This design comes from an exercise in tuning for small area, a short achievable clock period and few clock cycles on the open sky130 flow, not from production work. Where RTL was checked, it was by simulation tests only, not by an equivalence proof against the original. Power and IR drop assume default switching activity.

run A:
// LCD_CTRL
module LCD_CTRL(clk, reset, IROM_Q, cmd, cmd_valid, IROM_EN, IROM_A, IRB_RW, IRB_D, IRB_A, busy, done);
Size in the first run: about 3200 cells after synthesis, about 710 flip-flops, about 38 I/O pins, roughly 0.036 mm^2 of cells after synthesis.
Settings: LEC_CHECK=0, CAP_MARGIN=20, CORE_MARGIN=2, CORE_UTILIZATION=40, CTS_BUF_LIST=sky130_fd_sc_hd__clkbuf_16, CTS_CLUSTER_DIAMETER=60, CTS_CLUSTER_SIZE=22, SLEW_MARGIN=20; clock period 11.0 ns.
standard.sh (not shown) runs the stock make flow with config.mk's settings and CLKGATE_MAP_FILE= SYNTH_SCRIPT=/design/flow/synth_recipe.tcl, a recipe that flattens the netlist after the stock synthesis.
==> flow/flow/run.sh <==
#!/bin/bash
# Layout: the standard flow (standard.sh), unchanged, except that its
# timing repair (floorplan, CTS and global-route repair_timing) aims at a
# setup margin of 7.5 ns instead of 0, so it sizes the critical paths for a
# shorter period. The SDC, the clock period and every other step are the
# standard ones. make's full output goes to flow.log here; each ORFS step
# writes its own log under orfs/logs/.
set -euo pipefail
bash standard.sh SETUP_SLACK_MARGIN=7.5 finish > flow.log 2>&1
Run A closes out successfully: all stages finished, all timing, DRC and antenna checks passed.
Testbench counts of run A, summed over its fixed seeds: cycles 5,582.
Input changes introduced in run B (baseline for comparison: run A):
Settings: swapping 22 for 25 in CTS_CLUSTER_SIZE; swapping 60 for 70 in CTS_CLUSTER_DIAMETER.
==> flow/flow/run.sh <==
#!/bin/bash
# Layout: the standard flow (standard.sh), unchanged, except that its
# timing repair (floorplan, CTS and global-route repair_timing) aims at a
# setup margin of 7.6 ns instead of 0, so it sizes the critical paths for a
# shorter period. The SDC, the clock period and every other step are the
# standard ones. make's full output goes to flow.log here; each ORFS step
# writes its own log under orfs/logs/.
set -euo pipefail
bash standard.sh SETUP_SLACK_MARGIN=7.6 finish > flow.log 2>&1
Results
Run B finished all stages; layout check result: FAIL, due to max-capacitance violations, max-slew violations. Per the comparison of run B with run A, final net count higher; switching share of power roughly the same; clock insertion delay at the later pin of the skew report lower; synthesis-stage register bit count roughly the same; sequential share of layout area lower. Diff run A -> run B: final-report max-slew violation count went up; achievable clock frequency did not really move; static leakage went up; final period utilization did not really move. On part of the total power dissipated in combinational logic, the lower figure sits with run A, not run B. On power attributed to the clock group: between run B and run A, it ends up higher for run A.
--- input diff run B..run C ---
Settings: swapping 40 for 45 in CORE_UTILIZATION.
==> flow/flow/run.sh <==
#!/bin/bash
# Layout: the standard flow (standard.sh), unchanged, except that its
# timing repair (floorplan, CTS and global-route repair_timing) aims at a
# setup margin of 7.5 ns instead of 0, so it sizes the critical paths for a
# shorter period. The SDC, the clock period and every other step are the
# standard ones. make's full output goes to flow.log here; each ORFS step
# writes its own log under orfs/logs/.
set -euo pipefail
bash standard.sh SETUP_SLACK_MARGIN=7.5 finish > flow.log 2>&1
[summary]
Comparing run B and run C, the one run not ending clean was run B.
Finished, but not clean: run B, with max-capacitance violations, max-slew violations.
On cell count after placement: between run B and run C, it ends up higher for run B.
Against run B, via count in run C rose by a few percent.
Against run B, amount of wire on met3 after detailed routing in run C rose by more than 10%.
The shortest period the worst path allows reported for run C is greater than that of run B by 0.22 ns.

* * *

## try-juniper
Another version of the RTL of LCD_CTRL (not shown whole).
Size in the first run: roughly 3300 cells after synthesis, roughly 710 flip-flops, roughly 0.037 sq mm of cells after synthesis.
==> flow/config.mk <==
export PLATFORM = sky130hd
export DESIGN_NAME = LCD_CTRL
export DESIGN_NICKNAME = LCD_CTRL
export VERILOG_FILES = /design/flow/design.v
export SDC_FILE = /design/flow/constraint.sdc
export NUM_CORES = 8
export LEC_CHECK = 0
export CAP_MARGIN = 20
export CORE_MARGIN = 2
export CORE_UTILIZATION = 40
export CTS_BUF_LIST = sky130_fd_sc_hd__clkbuf_16
export CTS_CLUSTER_DIAMETER = 80
export CTS_CLUSTER_SIZE = 30
export SLEW_MARGIN = 20
==> flow/constraint.sdc <==
create_clock -name core_clock -period 11.0 [get_ports {clk}]
set_input_delay 2.2000 -clock core_clock [delete_from_list [all_inputs] [get_ports {clk}]]
set_output_delay 2.2000 -clock core_clock [all_outputs]
set_load 0.01 [all_outputs]
==> flow/flow/run.sh <==
#!/bin/bash
# Layout: the standard flow (standard.sh), unchanged, except that its
# timing repair (floorplan, CTS and global-route repair_timing) aims at a
# setup margin of 8.0 ns instead of 0, so it sizes the critical paths for a
# shorter period. The SDC, the clock period and every other step are the
# standard ones. make's full output goes to flow.log here; each ORFS step
# writes its own log under orfs/logs/.
set -euo pipefail
bash standard.sh SETUP_SLACK_MARGIN=8.0 finish > flow.log 2>&1
try-juniper: no failed stages, no open violations at the end
Testbench counts of try-juniper, summed over its fixed seeds: cycles 5,870.
[inputs] try-sierra vs try-juniper
==> flow/flow/run.sh <==
#!/bin/bash
# Layout: the standard flow (standard.sh), unchanged, except that its
# timing repair (floorplan, CTS and global-route repair_timing) aims at a
# setup margin of 7.0 ns instead of 0, so it sizes the critical paths for a
# shorter period. The SDC, the clock period and every other step are the
# standard ones. make's full output goes to flow.log here; each ORFS step
# writes its own log under orfs/logs/.
set -euo pipefail
bash standard.sh SETUP_SLACK_MARGIN=7.0 finish > flow.log 2>&1
## What came out
The final layout from try-sierra, which completed every stage, passed the timing, design-rule and antenna checks at the end of the flow.
Leakage component of the power, try-juniper and try-sierra: smaller value in try-sierra
met1 usage in global routing on try-sierra is up relative to try-juniper.
Compared to try-juniper, try-sierra has shortest clock period the worst path allows after layout 0.034 ns lower.
In try-sierra the final design area excluding fillers turned out 0.0071 sq mm lower than in try-juniper.
Looking at total of fill cells in the finished design, try-sierra sits above try-juniper.
Summary of try-sierra over try-juniper: transition time at the pin with the least slew margin saw a decrease, logic gate share of total power saw a decrease, number of buffers added for setup after CTS saw a decrease.
try-sierra: hold slack higher than try-juniper
In try-sierra the cell depth of the worst setup path turned out 10 lower than in try-juniper.
## Diff of input files: try-garnet against try-sierra
==> flow/flow/run.sh <==
#!/bin/bash
# Layout: the standard flow (standard.sh), unchanged, except that its
# timing repair (floorplan, CTS and global-route repair_timing) aims at a
# setup margin of 7.5 ns instead of 0, so it sizes the critical paths for a
# shorter period. The SDC, the clock period and every other step are the
# standard ones. make's full output goes to flow.log here; each ORFS step
# writes its own log under orfs/logs/.
set -euo pipefail
bash standard.sh SETUP_SLACK_MARGIN=7.5 finish > flow.log 2>&1
==> results.txt <==
Cell area | try-garnet vs try-sierra | try-garnet larger. Taking try-sierra as the reference, in try-garnet net load switching power rose about 13%; minimum period implied by the final worst setup slack fell 0.12 ns; worst setup slack rose 0.12 ns; hold slack rose 0.0062 ns; total number of vias rose 1.0%. wv[0][2] as the launch point of the critical path was reported by try-garnet, and wa_r[5] by try-sierra. The run showing the greater critical path depth is try-garnet. Of try-sierra and try-garnet, try-sierra shows the higher worst endpoint data arrival time, with try-garnet below it. Against try-sierra, peak supply drop in try-garnet rose by more than 10%.

* * *

LCD_CTRL, a different RTL version from the one above (not shown whole).
Size: roughly 3,100 cells after synthesis, ~710 flip-flops, ~38 I/O pins, roughly 36,000 µm² of cells after synthesis.
==> flow/config.mk <==
export PLATFORM = sky130hd
export DESIGN_NAME = LCD_CTRL
export DESIGN_NICKNAME = LCD_CTRL
export VERILOG_FILES = /design/flow/design.v
export SDC_FILE = /design/flow/constraint.sdc
export NUM_CORES = 8
export LEC_CHECK = 0
export CAP_MARGIN = 20
export CORE_MARGIN = 2
export CORE_UTILIZATION = 40
export CTS_BUF_LIST = sky130_fd_sc_hd__clkbuf_16
export CTS_CLUSTER_DIAMETER = 70
export CTS_CLUSTER_SIZE = 25
export SLEW_MARGIN = 20
==> flow/constraint.sdc <==
create_clock -name core_clock -period 11.0 [get_ports {clk}]
set_input_delay 2.2000 -clock core_clock [delete_from_list [all_inputs] [get_ports {clk}]]
set_output_delay 2.2000 -clock core_clock [all_outputs]
set_load 0.01 [all_outputs]
==> flow/flow/run.sh <==
#!/bin/bash
# Layout: the standard flow (standard.sh), unchanged, except that its
# timing repair (floorplan, CTS and global-route repair_timing) aims at a
# setup margin of 7.5 ns instead of 0, so it sizes the critical paths for a
# shorter period. The SDC, the clock period and every other step are the
# standard ones. make's full output goes to flow.log here; each ORFS step
# writes its own log under orfs/logs/.
set -euo pipefail
bash standard.sh SETUP_SLACK_MARGIN=7.5 finish > flow.log 2>&1
The baseline finished with timing, DRC and antenna clean.
Testbench counts at the start, summed over its fixed seeds: cycles 5,662.
Next try:
==> flow/flow/run.sh (replaced) <==
#!/bin/bash
# Layout: the standard flow (standard.sh), unchanged, except that its
# timing repair (floorplan, CTS and global-route repair_timing) aims at a
# setup margin of 7.0 ns instead of 0, so it sizes the critical paths for a
# shorter period. The SDC, the clock period and every other step are the
# standard ones. make's full output goes to flow.log here; each ORFS step
# writes its own log under orfs/logs/.
set -euo pipefail
bash standard.sh SETUP_SLACK_MARGIN=7.0 finish > flow.log 2>&1
Result: The changed run completed without violations. Power went down by 7.4%. Cell count went down by 1.1%. Final area went down by 4.0%. Sequential power went up by about 2%. Wire length went up by 2.7%. First-iteration DRC count went down by 0.96%. Critical path depth does not change.

* * *

## lane 1
RTL: one of the versions met above, not the one the previous note started from.
For scale: about 3200 cells after synthesis, about 38 I/O pins, about 36000 um^2 of cells after synthesis.
Settings: LEC_CHECK=0, CAP_MARGIN=20, CORE_MARGIN=2, CORE_UTILIZATION=40, CTS_BUF_LIST=sky130_fd_sc_hd__clkbuf_16, CTS_CLUSTER_DIAMETER=60, CTS_CLUSTER_SIZE=20, SLEW_MARGIN=20; clock period 11.0 ns.
==> flow/flow/run.sh <==
#!/bin/bash
# Layout: the standard flow (standard.sh), unchanged, except that its
# timing repair (floorplan, CTS and global-route repair_timing) aims at a
# setup margin of 7.5 ns instead of 0, so it sizes the critical paths for a
# shorter period. The SDC, the clock period and every other step are the
# standard ones. make's full output goes to flow.log here; each ORFS step
# writes its own log under orfs/logs/.
set -euo pipefail
bash standard.sh SETUP_SLACK_MARGIN=7.5 finish > flow.log 2>&1
Lane 1: flow completed, timing, DRC and antenna clean
Testbench counts of lane 1, summed over its fixed seeds: cycles 5,582.
diff inputs: lane 1 => lane 2
# lane 1
export LEC_CHECK = 0
export CAP_MARGIN = 20
export CORE_MARGIN = 2
export CORE_UTILIZATION = 40
export CTS_BUF_LIST = sky130_fd_sc_hd__clkbuf_16
export CTS_CLUSTER_DIAMETER = 60
export CTS_CLUSTER_SIZE = 20
export SLEW_MARGIN = 20
create_clock -name core_clock -period 11.0 [get_ports {clk}]
# lane 2
export LEC_CHECK = 0
export CAP_MARGIN = 20
export CORE_MARGIN = 2
export CORE_UTILIZATION = 40
export CTS_BUF_LIST = sky130_fd_sc_hd__clkbuf_16
export CTS_CLUSTER_DIAMETER = 70
export CTS_CLUSTER_SIZE = 25
export SLEW_MARGIN = 20
create_clock -name core_clock -period 11.0 [get_ports {clk}]
-- flow/flow/run.sh --
<<< lane 1, line 4
# setup margin of 7.5 ns instead of 0, so it sizes the critical paths for a
>>> lane 2, line 4
# setup margin of 7.75 ns instead of 0, so it sizes the critical paths for a
<<< lane 1, line 9
bash standard.sh SETUP_SLACK_MARGIN=7.5 finish > flow.log 2>&1
>>> lane 2, line 9
bash standard.sh SETUP_SLACK_MARGIN=7.75 finish > flow.log 2>&1
## What came out
Lane 2 vs. lane 1: total power divided by cell area saw an increase; final area saw an increase; transition at the pin with the smallest max-transition slack saw a decrease; total sequential power saw an increase; worst setup slack saw an increase.
flop to output pin as the class of the most critical setup path was reported by lane 2, and flop to flop by lane 1.
Against lane 1, lane 2 comes in about 6.5% higher on power.
met3 layer usage reported by global route, lane 2 and lane 1, lower one = lane 1.
Input changes introduced in lane 3 (baseline for comparison: lane 2):
# lane 2
export LEC_CHECK = 0
export CAP_MARGIN = 20
export CORE_MARGIN = 2
export CORE_UTILIZATION = 40
export CTS_BUF_LIST = sky130_fd_sc_hd__clkbuf_16
export CTS_CLUSTER_DIAMETER = 70
export CTS_CLUSTER_SIZE = 25
export SLEW_MARGIN = 20
create_clock -name core_clock -period 11.0 [get_ports {clk}]
# lane 3
export LEC_CHECK = 0
export CAP_MARGIN = 20
export CORE_MARGIN = 2
export CORE_UTILIZATION = 40
export CTS_BUF_LIST = sky130_fd_sc_hd__clkbuf_16
export CTS_CLUSTER_DIAMETER = 50
export CTS_CLUSTER_SIZE = 16
export SLEW_MARGIN = 20
create_clock -name core_clock -period 11.0 [get_ports {clk}]
-- flow/flow/run.sh --
<<< lane 2, line 4
# setup margin of 7.75 ns instead of 0, so it sizes the critical paths for a
>>> lane 3, line 4
# setup margin of 7.5 ns instead of 0, so it sizes the critical paths for a
<<< lane 2, line 9
bash standard.sh SETUP_SLACK_MARGIN=7.75 finish > flow.log 2>&1
>>> lane 3, line 9
bash standard.sh SETUP_SLACK_MARGIN=7.5 finish > flow.log 2>&1
==> comparison <==
Total power improves in lane 3 relative to lane 2. Comparing worst slew margin relative to its limit for lane 2 and lane 3, the smaller number came from lane 2. Path type of the worst setup path = flop to flop: lane 3; path type of the worst setup path = flop to output pin: lane 2. Routed length on met2 grows slightly when moving from lane 2 to lane 3. Slew at the pin closest to its max-slew limit (lower): lane 3.

* * *

Another version of the RTL of LCD_CTRL (not shown whole).
For scale: ~3100 cells after synthesis, ~710 flip-flops, ~0.036 mm^2 of cells after synthesis.
Settings: LEC_CHECK=0, CAP_MARGIN=20, CORE_MARGIN=2, CORE_UTILIZATION=40, CTS_BUF_LIST=sky130_fd_sc_hd__clkbuf_16, CTS_CLUSTER_DIAMETER=70, CTS_CLUSTER_SIZE=25, SLEW_MARGIN=20; clock period 11.0 ns.
==> flow/flow/run.sh <==
#!/bin/bash
# Layout: the standard flow (standard.sh), unchanged, except that its
# timing repair (floorplan, CTS and global-route repair_timing) aims at a
# setup margin of 8.0 ns instead of 0, so it sizes the critical paths for a
# shorter period. The SDC, the clock period and every other step are the
# standard ones. make's full output goes to flow.log here; each ORFS step
# writes its own log under orfs/logs/.
set -euo pipefail
bash standard.sh SETUP_SLACK_MARGIN=8.0 finish > flow.log 2>&1
The baseline finished clean.
Then changed:
==> flow/flow/run.sh (replaced) <==
#!/bin/bash
# Layout: the standard flow (standard.sh), unchanged, except that its
# timing repair (floorplan, CTS and global-route repair_timing) aims at a
# setup margin of 7.5 ns instead of 0, so it sizes the critical paths for a
# shorter period. The SDC, the clock period and every other step are the
# standard ones. make's full output goes to flow.log here; each ORFS step
# writes its own log under orfs/logs/.
set -euo pipefail
bash standard.sh SETUP_SLACK_MARGIN=7.5 finish > flow.log 2>&1
=> Total power shrinks by 15%; non-clock buffer count shrinks by 119; sequential cell count does not change; critical path depth shrinks by 3; sequential share of layout area grows by 3.2 points; worst setup slack loses 20 ps; maximum frequency shrinks by 0.54%; combinational power shrinks by 19%; hold slack loses 43 ps; area after synthesis does not change; routed wire length shrinks by 10%.
No functional check of the RTL was part of any run of this note.

* * *

RTL: one of the versions met above, not the one the previous note started from.
Size in the first run: ~3200 cells after synthesis, about 36000 sq um of cells after synthesis.
Settings: LEC_CHECK=0, CAP_MARGIN=20, CORE_MARGIN=2, CORE_UTILIZATION=40, SLEW_MARGIN=20; clock period 11.0 ns.
==> flow/flow/run.sh <==
#!/bin/bash
# Layout: the standard flow (standard.sh), unchanged, except that its
# timing repair (floorplan, CTS and global-route repair_timing) aims at a
# setup margin of 7.5 ns instead of 0, so it sizes the critical paths for a
# shorter period. The SDC, the clock period and every other step are the
# standard ones. make's full output goes to flow.log here; each ORFS step
# writes its own log under orfs/logs/.
set -euo pipefail
bash standard.sh SETUP_SLACK_MARGIN=7.5 finish > flow.log 2>&1
Testbench counts at the start, summed over its fixed seeds: cycles 5,582.
Rerun with:
Settings changed: CTS_BUF_LIST from default to sky130_fd_sc_hd__clkbuf_16, CTS_CLUSTER_DIAMETER from default to 70, CTS_CLUSTER_SIZE from default to 25, PLACE_DENSITY from default to 0.75.
Result: The changed run went through all stages and came out clean; final area went down by about 3%; clock skew went up by 0.022 ns; sequential power is about the same.
Rerun with:
==> flow/flow/run.sh (replaced) <==
#!/bin/bash
# Layout: the standard flow (standard.sh), unchanged, except that its
# timing repair (floorplan, CTS and global-route repair_timing) aims at a
# setup margin of 7.4 ns instead of 0, so it sizes the critical paths for a
# shorter period. The SDC, the clock period and every other step are the
# standard ones. make's full output goes to flow.log here; each ORFS step
# writes its own log under orfs/logs/.
set -euo pipefail
bash standard.sh SETUP_SLACK_MARGIN=7.4 finish > flow.log 2>&1
Settings changed: PLACE_DENSITY 0.75 to default.
Clock skew rises by 0.016 ns.
Design area falls by 0.64%.
Synthesized cell count is unchanged.
Count of clock-buffer cells in the layout rises by 4.
Clock power rises by about 15%.
Setup slack gets better by 0.13 ns.
Hold slack gets worse by 0.017 ns.
Rerun with:
==> flow/flow/run.sh (replaced) <==
#!/bin/bash
# Layout: the standard flow (standard.sh), unchanged, except that its
# timing repair (floorplan, CTS and global-route repair_timing) aims at a
# setup margin of 7.5 ns instead of 0, so it sizes the critical paths for a
# shorter period. The SDC, the clock period and every other step are the
# standard ones. make's full output goes to flow.log here; each ORFS step
# writes its own log under orfs/logs/.
set -euo pipefail
bash standard.sh SETUP_SLACK_MARGIN=7.5 finish > flow.log 2>&1
Effect:
- The changed run finished clean
- wire length fell by 5.7%
- utilization goes up by 0.84 points
- clock-buffer cell count goes up by 4

-- afterwards: timing with drivers on the ports --
How much do the figures lean on ideal ports? The routed layouts below were timed once more, with nothing changed but the port constraints.
Step 1 (the two cells are an assumption about what drives the block):
set clk [get_ports {clk}]
set_driving_cell -lib_cell sky130_fd_sc_hd__clkbuf_16 $clk
set_driving_cell -lib_cell sky130_fd_sc_hd__buf_2 [delete_from_list [all_inputs] $clk]
Step 2 also shifts input and output timing later by t, the mid clock arrival at the registers, as if the neighbouring blocks saw the same clock.
Three values: ideal ports, drivers, drivers and shift; two values: the first two.
| run | shift t [ns] | setup WS [ns] | worst setup path after step 2 | latest minus earliest clock arrival (ns) | pins driven straight from the clock port |
|---|---|---|---|---|---|
| run A | 0.741 | 7.388 / 7.379 / 6.890 | input to register | 0.036 / 0.036 | 1 |
| run B | 0.724 | 7.393 / 7.393 / 6.964 | input to register | 0.039 / 0.039 | 1 |
| run C | 0.727 | 7.175 / 7.175 / 6.911 | input to register | 0.038 / 0.038 | 1 |
| try-juniper | 0.742 | 6.911 / 6.911 / 6.911 | register to register | 0.069 / 0.070 | 1 |
| try-sierra | 0.758 | 6.945 / 6.945 / 6.872 | input to register | 0.059 / 0.059 | 1 |
| try-garnet | 0.754 | 7.063 / 7.063 / 6.649 | input to register | 0.055 / 0.056 | 1 |
| the first run of note 3 | 0.730 | 7.303 / 7.303 / 6.877 | input to register | 0.071 / 0.071 | 1 |
| the second run of note 3 | 0.754 | 6.920 / 6.920 / 6.420 | input to register | 0.063 / 0.062 | 1 |
| lane 1 | 0.728 | 7.398 / 7.380 / 6.925 | input to register | 0.035 / 0.035 | 1 |
| lane 2 | 0.730 | 7.437 / 7.367 / 7.053 | input to register | 0.033 / 0.033 | 1 |
| lane 3 | 0.722 | 7.348 / 7.348 / 6.846 | input to register | 0.039 / 0.039 | 1 |
| the first run of note 5 | 0.738 | 7.255 / 7.255 / 7.179 | input to register | 0.051 / 0.051 | 1 |
| the second run of note 5 | 0.720 | 7.235 / 7.235 / 6.764 | input to register | 0.047 / 0.047 | 1 |
| the first run of note 6 | 0.714 | 7.344 / 7.344 / 6.940 | input to register | 0.028 / 0.028 | 1 |
| the second run of note 6 | 0.736 | 7.154 / 7.154 / 6.699 | input to register | 0.053 / 0.053 | 1 |
| the third run of note 6 | 0.720 | 7.284 / 7.284 / 6.914 | input to register | 0.077 / 0.078 | 1 |
| the fourth run of note 6 | 0.719 | 7.337 / 7.337 / 6.892 | input to register | 0.054 / 0.054 | 1 |
For lane 3, which loses most, drivers alone change the setup slack by 0.000 ns; drivers and shift together by -0.502 ns.
